What follows belongs to an exercise in optimizing a design on an open flow for small area, a short achievable clock period and few clock cycles per item; a production flow would make more cautious choices.
Where RTL was checked, it was by simulation tests only, not by an equivalence proof against the original.
No activity file was given, so power comes from the tool's default toggle rates.

Design restoring_divider, start of the top module:
module restoring_divider #(
  parameter DIV_WIDTH = 16
) (
  input                      clk,
  input                      rst_n,
  input                      start,
  input                      sign,
  input      [DIV_WIDTH-1:0] in1,
  input      [DIV_WIDTH-1:0] in2,
  output     [DIV_WIDTH-1:0] q,
  output     [DIV_WIDTH-1:0] r,
  output reg                 ready
);
Size in the first run: about 510 cells after synthesis, about 59 flip-flops, roughly 69 I/O pins, about 4400 um^2 of cells after synthesis.
export LEC_CHECK = 0
export CAP_MARGIN = 20
export CORE_MARGIN = 2
export CORE_UTILIZATION = 40
export SLEW_MARGIN = 20
create_clock -name core_clock -period 15.0 [get_ports {clk}]
standard.sh (not shown) runs the stock make flow with config.mk's settings and CLKGATE_MAP_FILE= SYNTH_SCRIPT=/design/flow/synth_recipe.tcl, a recipe that flattens the netlist after the stock synthesis.
==> flow/flow/run.sh <==
#!/bin/bash
# Standard ORFS layout, with timing repair aiming for 10 ns of setup slack
# (a tighter target than the 15 ns clock needs); the SDC is unchanged.
set -uo pipefail
bash standard.sh SETUP_SLACK_MARGIN=10 finish > flow_make.log 2>&1
The first run went through all stages and came out clean.
Testbench counts at the start, summed over its fixed seeds: cycles 18,668, items 1,600.
Change:
==> flow/flow/run.sh (replaced) <==
#!/bin/bash
# Standard ORFS layout, with timing repair aiming for 11 ns of setup slack
# (a tighter target than the 15 ns clock needs); the SDC is unchanged.
set -uo pipefail
bash standard.sh SETUP_SLACK_MARGIN=11 finish > flow_make.log 2>&1
Worst setup slack gets better by 0.30 ns.
Clock skew goes up by 0.0075 ns.
Hold slack is about the same.
Final area grows by 21%.
Final cell count went up by 13%.
Clock power fell by about 10%.
Via count went up by 11%.
Sequential share of layout area falls by 4.8 points.

---

Another version of the RTL of restoring_divider (not shown whole).
Size: about 470 cells after synthesis, ~59 flip-flops, ~69 I/O pins, ~4300 µm² of cells after synthesis.
==> flow/design.v (excerpt) <==
module restoring_divider #(
  parameter DIV_WIDTH = 16
) (
  input                      clk,
  input                      rst_n,
  input                      start,
  input                      sign,
  input      [DIV_WIDTH-1:0] in1,
  input      [DIV_WIDTH-1:0] in2,
  output     [DIV_WIDTH-1:0] q,
  output     [DIV_WIDTH-1:0] r,
  output reg                 ready
);
  reg  [15:0] d_reg;      
  reg         aneg, bneg;
  reg  [15:0] r_reg;      
  reg  [15:0] a_reg;      
  reg  [4:0]  cnt;        
  reg         run, fix;
  reg         f_reg;      
  wire qneg = aneg ^ bneg;
  wire [19:0] x4 = {r_reg, a_reg[15:12]};
  reg  [15:0] tmask;      
  integer j;
  always @(*) begin
    for (j = 0; j < 16; j = j + 1)
      tmask[j] = ~|(d_reg >> (j + 1));
  end
  wire hi_set  = |x4[19:16] | |(x4[15:0] & tmask);
  wire lo_ones = &(x4[15:0] | tmask);
  wire skip    = ~hi_set & ~lo_ones & ~cnt[4] & ~(cnt[3] & cnt[2] & (cnt[1] | cnt[0]));
  wire [16:0] x   = {r_reg, a_reg[15]};
  ...
==> flow/config.mk <==
export PLATFORM = sky130hd
export DESIGN_NAME = restoring_divider
export DESIGN_NICKNAME = restoring_divider
export VERILOG_FILES = /design/flow/design.v
export SDC_FILE = /design/flow/constraint.sdc
export NUM_CORES = 4
export LEC_CHECK = 0
export CAP_MARGIN = 20
export CORE_MARGIN = 2
export CORE_UTILIZATION = 40
export SLEW_MARGIN = 20
==> flow/constraint.sdc <==
create_clock -name core_clock -period 15.0 [get_ports {clk}]
set_input_delay 3.0000 -clock core_clock [delete_from_list [all_inputs] [get_ports {clk}]]
set_output_delay 3.0000 -clock core_clock [all_outputs]
set_load 0.01 [all_outputs]
==> flow/flow/run.sh <==
#!/bin/bash
# Standard ORFS layout (the standard.sh, standard synthesis), with two
# layout choices: plain buf_1 cells as the port buffers, and timing repair
# aiming for 10.7 ns of setup slack (a tighter target than the 15 ns clock
# needs). The SDC and clock period are unchanged. make's output goes to
# flow_make.log; each ORFS step keeps its own log under orfs/logs.
set -uo pipefail
bash standard.sh "BUFFER_PORTS_ARGS=-buffer_cell sky130_fd_sc_hd__buf_1" SETUP_SLACK_MARGIN=10.7 CTS_CLUSTER_SIZE=64 CTS_CLUSTER_DIAMETER=300 finish > flow_make.log 2>&1
Testbench counts at the start, summed over its fixed seeds: cycles 18,830, items 1,600.
Edit:
--- a/flow/flow/run.sh
+++ b/flow/flow/run.sh
@@ -6,3 +6,3 @@
 # flow_make.log; each ORFS step keeps its own log under orfs/logs.
 set -uo pipefail
-bash standard.sh "BUFFER_PORTS_ARGS=-buffer_cell sky130_fd_sc_hd__buf_1" SETUP_SLACK_MARGIN=10.7 CTS_CLUSTER_SIZE=64 CTS_CLUSTER_DIAMETER=300 finish > flow_make.log 2>&1
+bash standard.sh "BUFFER_PORTS_ARGS=-buffer_cell sky130_fd_sc_hd__buf_1" SETUP_SLACK_MARGIN=10.7  finish > flow_make.log 2>&1
What happened: The changed run passed the timing, design-rule and antenna checks; clock skew does not change; synthesized area stays the same; worst hold slack is unchanged; power is unchanged; utilization is unchanged; setup slack does not change; maximum frequency stays the same; wire length is unchanged; non-clock buffer count stays the same.
Edit:
--- a/flow/flow/run.sh
+++ b/flow/flow/run.sh
@@ -6,3 +6,3 @@
 # flow_make.log; each ORFS step keeps its own log under orfs/logs.
 set -uo pipefail
-bash standard.sh "BUFFER_PORTS_ARGS=-buffer_cell sky130_fd_sc_hd__buf_1" SETUP_SLACK_MARGIN=10.7  finish > flow_make.log 2>&1
+bash standard.sh "BUFFER_PORTS_ARGS=-buffer_cell sky130_fd_sc_hd__buf_1" SETUP_SLACK_MARGIN=10.7 CORE_UTILIZATION=60 finish > flow_make.log 2>&1
Outcome: First-iteration DRC count climbs by well over a third. Register-to-register slack gets worse by 190 ps. Hold slack gains 12 ps. Power goes down slightly.

---

Setup of v8:
restoring_divider, a different RTL version from the one above (not shown whole).
Size: roughly 490 cells after synthesis, ~69 I/O pins.
==> flow/config.mk <==
export PLATFORM = sky130hd
export DESIGN_NAME = restoring_divider
export DESIGN_NICKNAME = restoring_divider
export VERILOG_FILES = /design/flow/design.v
export SDC_FILE = /design/flow/constraint.sdc
export NUM_CORES = 4
export LEC_CHECK = 0
export CAP_MARGIN = 20
export CORE_MARGIN = 2
export CORE_UTILIZATION = 40
export SLEW_MARGIN = 20
==> flow/constraint.sdc <==
create_clock -name core_clock -period 15.0 [get_ports {clk}]
set_input_delay 3.0000 -clock core_clock [delete_from_list [all_inputs] [get_ports {clk}]]
set_output_delay 3.0000 -clock core_clock [all_outputs]
set_load 0.01 [all_outputs]
==> flow/flow/run.sh <==
#!/bin/bash
# Standard ORFS layout (the standard.sh, standard synthesis), with two
# layout choices: plain buf_1 cells as the port buffers, and timing repair
# aiming for 10.7 ns of setup slack (a tighter target than the 15 ns clock
# needs). The SDC and clock period are unchanged. make's output goes to
# flow_make.log; each ORFS step keeps its own log under orfs/logs.
set -uo pipefail
bash standard.sh "BUFFER_PORTS_ARGS=-buffer_cell sky130_fd_sc_hd__buf_1" SETUP_SLACK_MARGIN=10.7 SLEW_MARGIN=0 CAP_MARGIN=0 finish > flow_make.log 2>&1
v8 went all the way through synthesis, placement and routing and the layout is clean on timing, DRC and antenna.
Testbench counts of v8, summed over its fixed seeds: cycles 18,830, items 1,600.
Edits applied to the flow inputs when going from v8 to v4:
-- flow/flow/run.sh --
<<< v8, line 7
set -uo pipefail
bash standard.sh "BUFFER_PORTS_ARGS=-buffer_cell sky130_fd_sc_hd__buf_1" SETUP_SLACK_MARGIN=10.7 SLEW_MARGIN=0 CAP_MARGIN=0 finish > flow_make.log 2>&1
>>> v4, line 7
set -uo pipefail
bash standard.sh "BUFFER_PORTS_ARGS=-buffer_cell sky130_fd_sc_hd__buf_1" SETUP_SLACK_MARGIN=10.7 CORE_UTILIZATION=60 PLACE_DENSITY=0.8 finish > flow_make.log 2>&1
The hold slack in v4 sits 0.0066 ns below the value recorded for v8.
Between v4 and v8, it is v4 whose met2 layer wire length in the routed design is lower, by about 4.6%.
Of the two candidates, v8 has the better worst clock skew and v4 the worse one.
Reported for v4 and v8, cell count of the worst hold path turned out identical to the last digit.
Diff v8..v4 | number of hold buffers added after CTS | unchanged
Delta (v4 minus v8): via count of the routed design has increased; power has increased.
Combinational cell fraction of total power: v4 < v8
Minimum clock period: v8 vs v4, no meaningful difference
Between v4 and v8, the maximum frequency from static timing analysis does not differ in any meaningful way.
NOTE final standard cell count with taps included and fillers excluded v8->v4 decreased by a few percent
> inputs changed (v4 -> v37)
-- flow/flow/run.sh --
<<< v4, line 7
set -uo pipefail
bash standard.sh "BUFFER_PORTS_ARGS=-buffer_cell sky130_fd_sc_hd__buf_1" SETUP_SLACK_MARGIN=10.7 CORE_UTILIZATION=60 PLACE_DENSITY=0.8 finish > flow_make.log 2>&1
>>> v37, line 7
set -uo pipefail
bash standard.sh "BUFFER_PORTS_ARGS=-buffer_cell sky130_fd_sc_hd__buf_1" SETUP_SLACK_MARGIN=10.7 GPL_TIMING_DRIVEN=1 finish > flow_make.log 2>&1
Results
- Final-layout setup total negative slack: v37 vs v4 identical
- Compared with v4, v37 shows a area overhead of the layout relative to synthesis that is 0.32 points lower.
- ~same clock transition at the registers of the reported paths in v4 and v37
- In the metrics for v4 and v37, the one carrying the higher final wirelength is v37.
- v37 vs. v4: post-route clock period utilization level, first-pass GRT wire length has increased.
- Compared with v4, in v37 portion of total power attributed to combinational logic went up, core box area higher, detailed-placement wirelength estimate now larger, final critical path time including I/O delays and setup about even.
What v27 does differently from v37 at the input level:
-- flow/flow/run.sh --
<<< v37, line 7
set -uo pipefail
bash standard.sh "BUFFER_PORTS_ARGS=-buffer_cell sky130_fd_sc_hd__buf_1" SETUP_SLACK_MARGIN=10.7 GPL_TIMING_DRIVEN=1 finish > flow_make.log 2>&1
>>> v27, line 7
set -uo pipefail
bash standard.sh "BUFFER_PORTS_ARGS=-buffer_cell sky130_fd_sc_hd__buf_1" SETUP_SLACK_MARGIN=10.7  finish > flow_make.log 2>&1
- ~same overall routing resource usage in v37 and v27
- Comparing v37 against v27, there is no change at all in length of the first detailed-routing pass in iterations.
- Compared with v37, in v27 global-route wire length before repair held steady, total detailed-routing wirelength barely changed, final standard cell utilization of the core about even, clock power held steady.

---

## north
The RTL this note starts from:
==> flow/design.v <==
module full_adder (
  input  in1,
  input  in2,
  input  cin,
  output sum,
  output cout
);
  assign sum  = in1 ^ in2 ^ cin;
  assign cout = (in1 & in2) | (in1 & cin) | (in2 & cin);
endmodule
module ripple_carry_adder #(
  parameter BUS_WIDTH = 32
) (
  input                  add_sub_b,
  input                  sign,
  input  [BUS_WIDTH-1:0] in1,
  input  [BUS_WIDTH-1:0] in2,
  output [BUS_WIDTH-1:0] out,
  output                 z,
  output                 n,
  output                 c,
  output                 v
);
  wire [BUS_WIDTH:0] carry;
  assign carry[0] = add_sub_b;
  assign z        = ~(|out);
  assign n        = (sign) ? out[BUS_WIDTH-1] : 1'b0;
  assign c        = carry[BUS_WIDTH];
  assign v        = (sign) ? carry[BUS_WIDTH] ^ carry[BUS_WIDTH-1] : 1'b0;
  genvar i;
  generate
    for (i = 0; i < BUS_WIDTH; i = i + 1) begin : rca_slice
      full_adder fa (
        .cin (carry[i]),
        .in1 (in1[i]),
        .in2 (in2[i] ^ add_sub_b),
        .sum (out[i]),
        .cout(carry[i+1])
      );
    end
  endgenerate
endmodule
module restoring_divider #(
  parameter DIV_WIDTH = 16
) (
  input                      clk,
  input                      rst_n,
  input                      start,
  input                      sign,
  input      [DIV_WIDTH-1:0] in1,
  input      [DIV_WIDTH-1:0] in2,
  output     [DIV_WIDTH-1:0] q,
  output     [DIV_WIDTH-1:0] r,
  output reg                 ready
);
  reg  [15:0] d_reg;      
  reg         aneg, bneg;
  reg  [15:0] r_reg;      
  reg  [15:0] a_reg;      
  reg  [3:0]  cnt;        
  reg         run, fix;   
  reg         f_reg;      
  wire idle = ~run & ~fix;
  wire qneg = aneg ^ bneg;
  wire [19:0] x4 = {r_reg, a_reg[15:12]};
  reg  [15:0] tmask;      
  integer j;
  always @(*) begin
    for (j = 0; j < 16; j = j + 1)
      tmask[j] = ~|(d_reg >> (j + 1));
  end
  wire hi_set  = |x4[19:16] | |(x4[15:0] & tmask);
  wire lo_ones = &(x4[15:0] | tmask);
  wire cnt_le12 = ~(cnt[3] & cnt[2] & (cnt[1] | cnt[0]));
  wire skip    = ~hi_set & ~lo_ones & cnt_le12;
  wire done    = skip ? (cnt == 4'd12) : (cnt == 4'd15);
  wire [16:0] x   = {r_reg, a_reg[15]};
  wire [17:0] z   = {1'b0, x} + {2'b11, ~d_reg} + {17'd0, ~bneg};
  wire        qb  = ~z[17];
  wire        z_ones = &z[16:0];
  wire        sp  = aneg & f_reg;
  wire        needfix = aneg | bneg;
  always @(posedge clk) begin
    d_reg <= in2 ^ {16{sign & in2[15]}};
    aneg  <= sign & in1[15];
    bneg  <= sign & in2[15];
    if (!rst_n) begin
      ready <= 1'b1;
      run   <= 1'b0;
      fix   <= 1'b0;
    end else if (idle) begin
      if (start) begin
        ready <= 1'b0;
        run   <= 1'b1;
        cnt   <= 4'd0;
        r_reg <= 16'd0;
        a_reg <= in1 ^ {16{sign & in1[15]}};
      end
    end else if (run) begin
      if (skip) begin
        r_reg <= x4[15:0];
        a_reg <= {a_reg[11:0], {4{qneg}}};
        f_reg <= 1'b0;
        cnt   <= cnt + 4'd4;
      end else begin
        r_reg <= qb ? z[15:0] : x[15:0];
        a_reg <= {a_reg[14:0], qb ^ qneg};
        f_reg <= z_ones | (f_reg & x[0]);
        cnt   <= cnt + 4'd1;
      end
      if (done) begin
        run   <= 1'b0;
        fix   <= needfix;
        ready <= ~needfix;
      end
    end else begin
      if (aneg) r_reg <= sp ? 16'd0 : ~r_reg;
      a_reg <= a_reg + {15'd0, sp ^ qneg};
      fix   <= 1'b0;
      ready <= 1'b1;
    end
  end
  assign q = a_reg;
  assign r = r_reg;
endmodule
==> flow/config.mk <==
export PLATFORM = sky130hd
export DESIGN_NAME = restoring_divider
export DESIGN_NICKNAME = restoring_divider
export VERILOG_FILES = /design/flow/design.v
export SDC_FILE = /design/flow/constraint.sdc
export NUM_CORES = 4
export LEC_CHECK = 0
export CAP_MARGIN = 20
export CORE_MARGIN = 2
export CORE_UTILIZATION = 40
export SLEW_MARGIN = 20
==> flow/constraint.sdc <==
create_clock -name core_clock -period 15.0 [get_ports {clk}]
set_input_delay 3.0000 -clock core_clock [delete_from_list [all_inputs] [get_ports {clk}]]
set_output_delay 3.0000 -clock core_clock [all_outputs]
set_load 0.01 [all_outputs]
==> flow/flow/run.sh <==
#!/bin/bash
# Standard ORFS layout (the standard.sh, standard synthesis), with two
# layout choices: plain buf_1 cells as the port buffers, and timing repair
# aiming for 11 ns of setup slack (a tighter target than the 15 ns clock
# needs). The SDC and clock period are unchanged. make's output goes to
# flow_make.log; each ORFS step keeps its own log under orfs/logs.
set -uo pipefail
bash standard.sh "BUFFER_PORTS_ARGS=-buffer_cell sky130_fd_sc_hd__buf_1" SETUP_SLACK_MARGIN=11  finish > flow_make.log 2>&1
Every stage of the flow completed for north, and the final layout passed the timing, design-rule and antenna checks.
#### Input delta (south over north)
diff --git a/flow/flow/run.sh b/flow/flow/run.sh
--- a/flow/flow/run.sh
+++ b/flow/flow/run.sh
@@ -4 +4 @@
-# aiming for 11 ns of setup slack (a tighter target than the 15 ns clock
+# aiming for 10.7 ns of setup slack (a tighter target than the 15 ns clock
@@ -8 +8 @@
-bash standard.sh "BUFFER_PORTS_ARGS=-buffer_cell sky130_fd_sc_hd__buf_1" SETUP_SLACK_MARGIN=11  finish > flow_make.log 2>&1
+bash standard.sh "BUFFER_PORTS_ARGS=-buffer_cell sky130_fd_sc_hd__buf_1" SETUP_SLACK_MARGIN=10.7  finish > flow_make.log 2>&1
Results
- Compared south vs north, and switching share of total power is down in south.
- On south: first-iteration DRC count is about 13% lower than what north gave.
- Met2 demand-to-capacity share in global routing: south vs north down 0.70 points
- First-pass GRT wire length shrinks by a little under 10% when moving from north to south.
- Power: south vs north down 4.6%
- Against north as the reference, south delivers a lower area of the multi-input gates.
- south | status: complete | timing, DRC, antenna: pass
- Non-clock buffer count, south and north: larger value in north
- In the metrics for south and north, the one carrying the lower utilization after layout is south.
- [compare] base=north new=south: path length in cells of the critical path essentially unchanged, sum of routed wire length over all layers shows a reduction of 11%, fmax has decreased.
No functional check of the RTL was part of any run of this note.

port drivers added, routing unchanged:
In the flow no input, the clock included, has a driving cell. The finished layouts below were timed again as built, in two steps.
Step 1 sets driving cells, clkbuf_16 on the clock port and buf_2 on the other inputs (assumed; they add their load-dependent delay and slew).
Step 2, shift: input delay + t, output delay - t, t = (earliest + latest rising clock arrival at the registers) / 2. This alone moves slack from input paths to output paths.
Three values: ideal, step 1, step 2; two values: the first two.
run	t, ns	setup WS [ns]	worst slew at a driven data input, ns
the first run of note 1	0.387	10.353 / 10.353 / 10.206	0.04
the second run of note 1	0.381	10.653 / 10.653 / 10.653	0.05
the first run of note 2	0.386	10.810 / 10.776 / 10.707	0.04
the second run of note 2	0.386	10.810 / 10.776 / 10.707	0.04
the third run of note 2	0.372	10.805 / 10.775 / 10.503	0.04
v8	0.369	10.898 / 10.864 / 10.554	0.03
v4	0.369	10.896 / 10.865 / 10.536	0.04
v37	0.369	10.898 / 10.864 / 10.554	0.03
v27	0.369	10.898 / 10.864 / 10.554	0.03
north	0.380	10.983 / 10.952 / 10.726	0.06
south	0.373	10.849 / 10.817 / 10.526	0.05
After both steps every run listed still meets setup and hold. The setup slack of v4, which loses most, moves by -0.031 ns with the drivers and by -0.360 ns with both steps.
